Background: an optimization exercise with open tools, aiming at small area, a short achievable clock period and few clock cycles. Do not read the settings as production practice. RTL that was checked went through simulation tests only; none was proved equivalent to the original.

## exp/maple
// vendingMachine
module vendingMachine(
   clk,
   reset,
   coinInA,
   coinInB,
   coinInC,
   coinInD,
   itemTypeIn,
   itemNumberIn,
   forceIn,
   coinOutA,
   coinOutB,
   coinOutC,
   coinOutD,
   itemTypeOut,
   itemNumberOut,
   serviceTypeOut
);
input          clk;
input          reset;
input  [5:0]   coinInA;
input  [5:0]   coinInB;
input  [5:0]   coinInC;
input  [5:0]   coinInD;
input  [1:0]   itemTypeIn;
input  [2:0]   itemNumberIn;
input          forceIn;
output [5:0]   coinOutA;
output [5:0]   coinOutB;
output [5:0]   coinOutC;
output [5:0]   coinOutD;
output [1:0]   itemTypeOut;
output [2:0]   itemNumberOut;
output [1:0]   serviceTypeOut;
reg            busy;              
reg            first;             
reg    [5:0]   countA, countB, countC, countD;   
reg    [9:0]   s5;                
reg    [2:0]   r;                 
reg    [3:0]   dq5;               
reg            rok;               
reg    [2:0]   num;               
reg    [1:0]   typ;
reg            frc;
function [4:0] cost5;             
   input [1:0] t;
  ...
For scale: about 50 flip-flops, ~63 I/O pins, about 8800 µm² of cells after synthesis.
==> flow/config.mk <==
export PLATFORM = sky130hd
export DESIGN_NAME = vendingMachine
export DESIGN_NICKNAME = vendingMachine
export VERILOG_FILES = /design/flow/design.v
export SDC_FILE = /design/flow/constraint.sdc
export NUM_CORES = 4
export LEC_CHECK = 0
export ABC_AREA = 1
export CAP_MARGIN = 20
export CORE_MARGIN = 2
export CORE_UTILIZATION = 40
export SLEW_MARGIN = 20
==> flow/constraint.sdc <==
create_clock -name core_clock -period 6.0 [get_ports {clk}]
set_input_delay 1.2000 -clock core_clock [delete_from_list [all_inputs] [get_ports {clk}]]
set_output_delay 1.2000 -clock core_clock [all_outputs]
set_load 0.01 [all_outputs]
standard.sh (not shown) runs the stock make flow with config.mk's settings and CLKGATE_MAP_FILE= SYNTH_SCRIPT=/design/flow/synth_recipe.tcl, a recipe that flattens the netlist after the stock synthesis.
==> flow/flow/run.sh <==
#!/bin/bash
# The standard layout, with these changes:
# - synthesis leaves adders to ABC as plain gates instead of mapping them
#   to the full/half-adder cells;
# - each port gets a buf_2 as its buffer.
set -euo pipefail
here=$(pwd)
mkdir -p scripts
for f in "$FLOW_HOME"/scripts/*; do ln -sf "$f" scripts/; done
rm -f scripts/abc_area.script
cp flow/abc_area.script scripts/abc_area.script
bash standard.sh ADDER_MAP_FILE= SCRIPTS_DIR="$here/scripts" "BUFFER_PORTS_ARGS=-buffer_cell sky130_fd_sc_hd__buf_2" finish > flow_make.log 2>&1
==> flow/flow/abc_area.script <==
strash
&get -n
&deepsyn -J 5 -S 1
&put
balance
balance -l
resub -K 6 -l
rewrite -l
resub -K 6 -N 2 -l
refactor -l
resub -K 8 -l
balance -l
resub -K 8 -N 2 -l
rewrite -l
resub -K 10 -l
rewrite -z -l
resub -K 10 -N 2 -l
balance -l
resub -K 12 -l
refactor -z -l
resub -K 12 -N 2 -l
rewrite -z -l
balance -l
dch
map -B 0.9
map -B 0.9
topo
stime -c
buffer -c
upsize -c
dnsize -c
exp/maple: done, clean on timing, DRC and antenna
## Diff of input files: exp/indigo against exp/maple
-- flow/flow/abc_area.script --
<<< exp/maple, line 26
map -B 0.9
>>> exp/indigo, line 26
exp/maple ended up with more cell instances than exp/indigo did.
From exp/indigo to exp/maple, residual DRC count did not move at all.
[compare] base=exp/maple new=exp/indigo: cell area now smaller; core utilization of the finished layout now smaller.
No functional check of the RTL was part of any run of this note.

* * *

Setup of run A:
Another version of the RTL of vendingMachine (not shown whole).
Size: ~1,600 cells after synthesis, roughly 45 flip-flops, ~9000 sq um of cells after synthesis.
==> flow/config.mk <==
export PLATFORM = sky130hd
export DESIGN_NAME = vendingMachine
export DESIGN_NICKNAME = vendingMachine
export VERILOG_FILES = /design/flow/design.v
export SDC_FILE = /design/flow/constraint.sdc
export NUM_CORES = 4
export LEC_CHECK = 0
export ABC_AREA = 1
export CAP_MARGIN = 20
export CORE_MARGIN = 2
export CORE_UTILIZATION = 40
export SLEW_MARGIN = 20
==> flow/constraint.sdc <==
create_clock -name core_clock -period 6.0 [get_ports {clk}]
set_input_delay 1.2000 -clock core_clock [delete_from_list [all_inputs] [get_ports {clk}]]
set_output_delay 1.2000 -clock core_clock [all_outputs]
set_load 0.01 [all_outputs]
==> flow/flow/abc_area.script <==
strash
&get -n
&deepsyn -J 5 -S 1
&put
balance
balance -l
resub -K 6 -l
rewrite -l
resub -K 6 -N 2 -l
refactor -l
resub -K 8 -l
balance -l
resub -K 8 -N 2 -l
rewrite -l
resub -K 10 -l
rewrite -z -l
resub -K 10 -N 2 -l
balance -l
resub -K 12 -l
refactor -z -l
resub -K 12 -N 2 -l
rewrite -z -l
balance -l
dch
map -B 0.9
topo
stime -c
buffer -c
upsize -c
dnsize -c
Scripts as last shown in full above: flow/flow/run.sh
Testbench counts of run A, summed over its fixed seeds: cycles 15,992.
Input-level comparison between run B and run A:
diff --git a/flow/flow/abc_area.script b/flow/flow/abc_area.script
--- a/flow/flow/abc_area.script
+++ b/flow/flow/abc_area.script
@@ -23,5 +23,5 @@
 balance -l
 dch
-map -B 0.9
+map -B 2
 topo
 stime -c
[summary]
- Of the two candidates, run A has the better total wirelength of the detailed-routed design and run B the worse one.
- In the flow results for run A and run B, the global-route wire length before repair is smaller on run B.
- Relative to run A, growth of design area from synthesis to finish has increased by 12 points in run B.
- On total vias in the final route, run A beats run B.
- Register share of the cell area: run B < run A
- | post-synthesis adder-cell area fraction | run A vs run B | ≈ equal |
- From run A to run B the numbers moved as follows: fraction of the yosys area taken by sequential cells flat; post-cts gate resize count up 14.
- Ran to the end and failed final checks on setup timing: run B.
### run B -> run C
Settings: swapping 40 for 55 in CORE_UTILIZATION.
diff --git a/flow/flow/abc_area.script b/flow/flow/abc_area.script
--- a/flow/flow/abc_area.script
+++ b/flow/flow/abc_area.script
@@ -1,7 +1,21 @@
 strash
-&get -n
-&deepsyn -J 5 -S 1
-&put
-balance
+balance -l
+resub -K 6 -l
+rewrite -l
+resub -K 6 -N 2 -l
+refactor -l
+resub -K 8 -l
+balance -l
+resub -K 8 -N 2 -l
+rewrite -l
+resub -K 10 -l
+rewrite -z -l
+resub -K 10 -N 2 -l
+balance -l
+resub -K 12 -l
+refactor -z -l
+resub -K 12 -N 2 -l
+rewrite -z -l
+balance -l
 balance -l
 resub -K 6 -l
@@ -23,5 +37,5 @@
 balance -l
 dch
-map -B 2
+map -B 0.9
 topo
 stime -c
- Run C was carried through to the last stage, and its layout satisfied the timing, DRC and antenna checks.
- Looking at register-to-register slack, run C sits above run B.
- Diff run B -> run C | via count | up by a little under 10%
- For the share of layout cells above drive strength 1, run C came in 2.9 points lower than run B did.
- Compared to run B, run C shows a wider setup margin.
Input changes introduced in run D (baseline for comparison: run C):
Settings: swapping 55 for 40 in CORE_UTILIZATION.
Against run C, area of the core in run D rose by more than a quarter. Lower clock-buffer cell count goes to run D over run C. The core utilization in run D sits 17 points below the value recorded for run C. As of run D, design area had risen slightly compared to run C. Run D — cell row count about 19% higher, run C as reference.

* * *

vendingMachine, a different RTL version from the one above (not shown whole).
Size in the first run: ~1900 cells after synthesis, about 45 flip-flops, roughly 63 I/O pins, about 10000 um^2 of cells after synthesis.
export LEC_CHECK = 0
export ABC_AREA = 1
export CAP_MARGIN = 20
export CORE_MARGIN = 2
export CORE_UTILIZATION = 40
export SLEW_MARGIN = 20
create_clock -name core_clock -period 6.0 [get_ports {clk}]
==> flow/flow/run.sh <==
#!/bin/bash
# The standard layout, except that synthesis leaves adders to ABC as plain
# gates instead of mapping them to the library's full/half-adder cells.
set -euo pipefail
bash standard.sh ADDER_MAP_FILE= finish > flow_make.log 2>&1
The starting point went through all stages and came out clean.
Testbench counts at the start, summed over its fixed seeds: cycles 15,992.
==> next run, changes <==
- SETUP_SLACK_MARGIN: not set -> 0.8
The changed run completed without violations.
Via count came out higher by a little under a tenth.
Setup slack gains 230 ps.
Cell area grows by about a fifth.

afterwards: timing with drivers on the ports:
The flow's constraints put no driver on any port. The routed layouts listed below were extracted and timed again, unchanged, in two steps. Step 1 (the two cells are an assumption about what drives the block):
set clk [get_ports {clk}]
set_driving_cell -lib_cell sky130_fd_sc_hd__clkbuf_16 $clk
set_driving_cell -lib_cell sky130_fd_sc_hd__buf_2 [delete_from_list [all_inputs] $clk]
Step 2 times the ports against the registers' clock, not the clock port: input delays grow and output delays shrink by t, the midpoint of the rising clock arrivals with the driver on. Three values: ideal ports, drivers, drivers and shift; two values: the first two.
| run | t, ns | slack for setup (ns) | hold WS [ns] | worst setup path after step 2 | worst register clock-pin slew, ns |
|---|---|---|---|---|---|
| exp/maple | 0.337 | 0.188 / 0.150 / 0.252 | 0.557 / 0.557 / 0.557 | input to register | 0.08 / 0.08 |
| exp/indigo | 0.351 | 0.256 / 0.215 / 0.140 | 0.571 / 0.571 / 0.571 | input to register | 0.08 / 0.08 |
| run A | 0.335 | 0.416 / 0.376 / 0.345 | 0.598 / 0.598 / 0.598 | input to register | 0.08 / 0.08 |
| run B | 0.354 | -0.005 / -0.048 / 0.255 | 0.551 / 0.551 / 0.551 | input to register | 0.08 / 0.08 |
| run C | 0.336 | 0.332 / 0.288 / 0.468 | 0.563 / 0.563 / 0.563 | input to register | 0.07 / 0.07 |
| run D | 0.340 | 0.408 / 0.364 / 0.361 | 0.603 / 0.603 / 0.603 | input to register | 0.08 / 0.08 |
| the first run of note 3 | 0.326 | 0.302 / 0.263 / 0.180 | 0.568 / 0.568 / 0.568 | input to register | 0.06 / 0.06 |
| the second run of note 3 | 0.326 | 0.530 / 0.491 / 0.668 | 0.561 / 0.561 / 0.561 | input to register | 0.07 / 0.07 |
For the first run of note 3, which loses most, drivers alone change the setup slack by -0.039 ns; drivers and shift together by -0.122 ns.
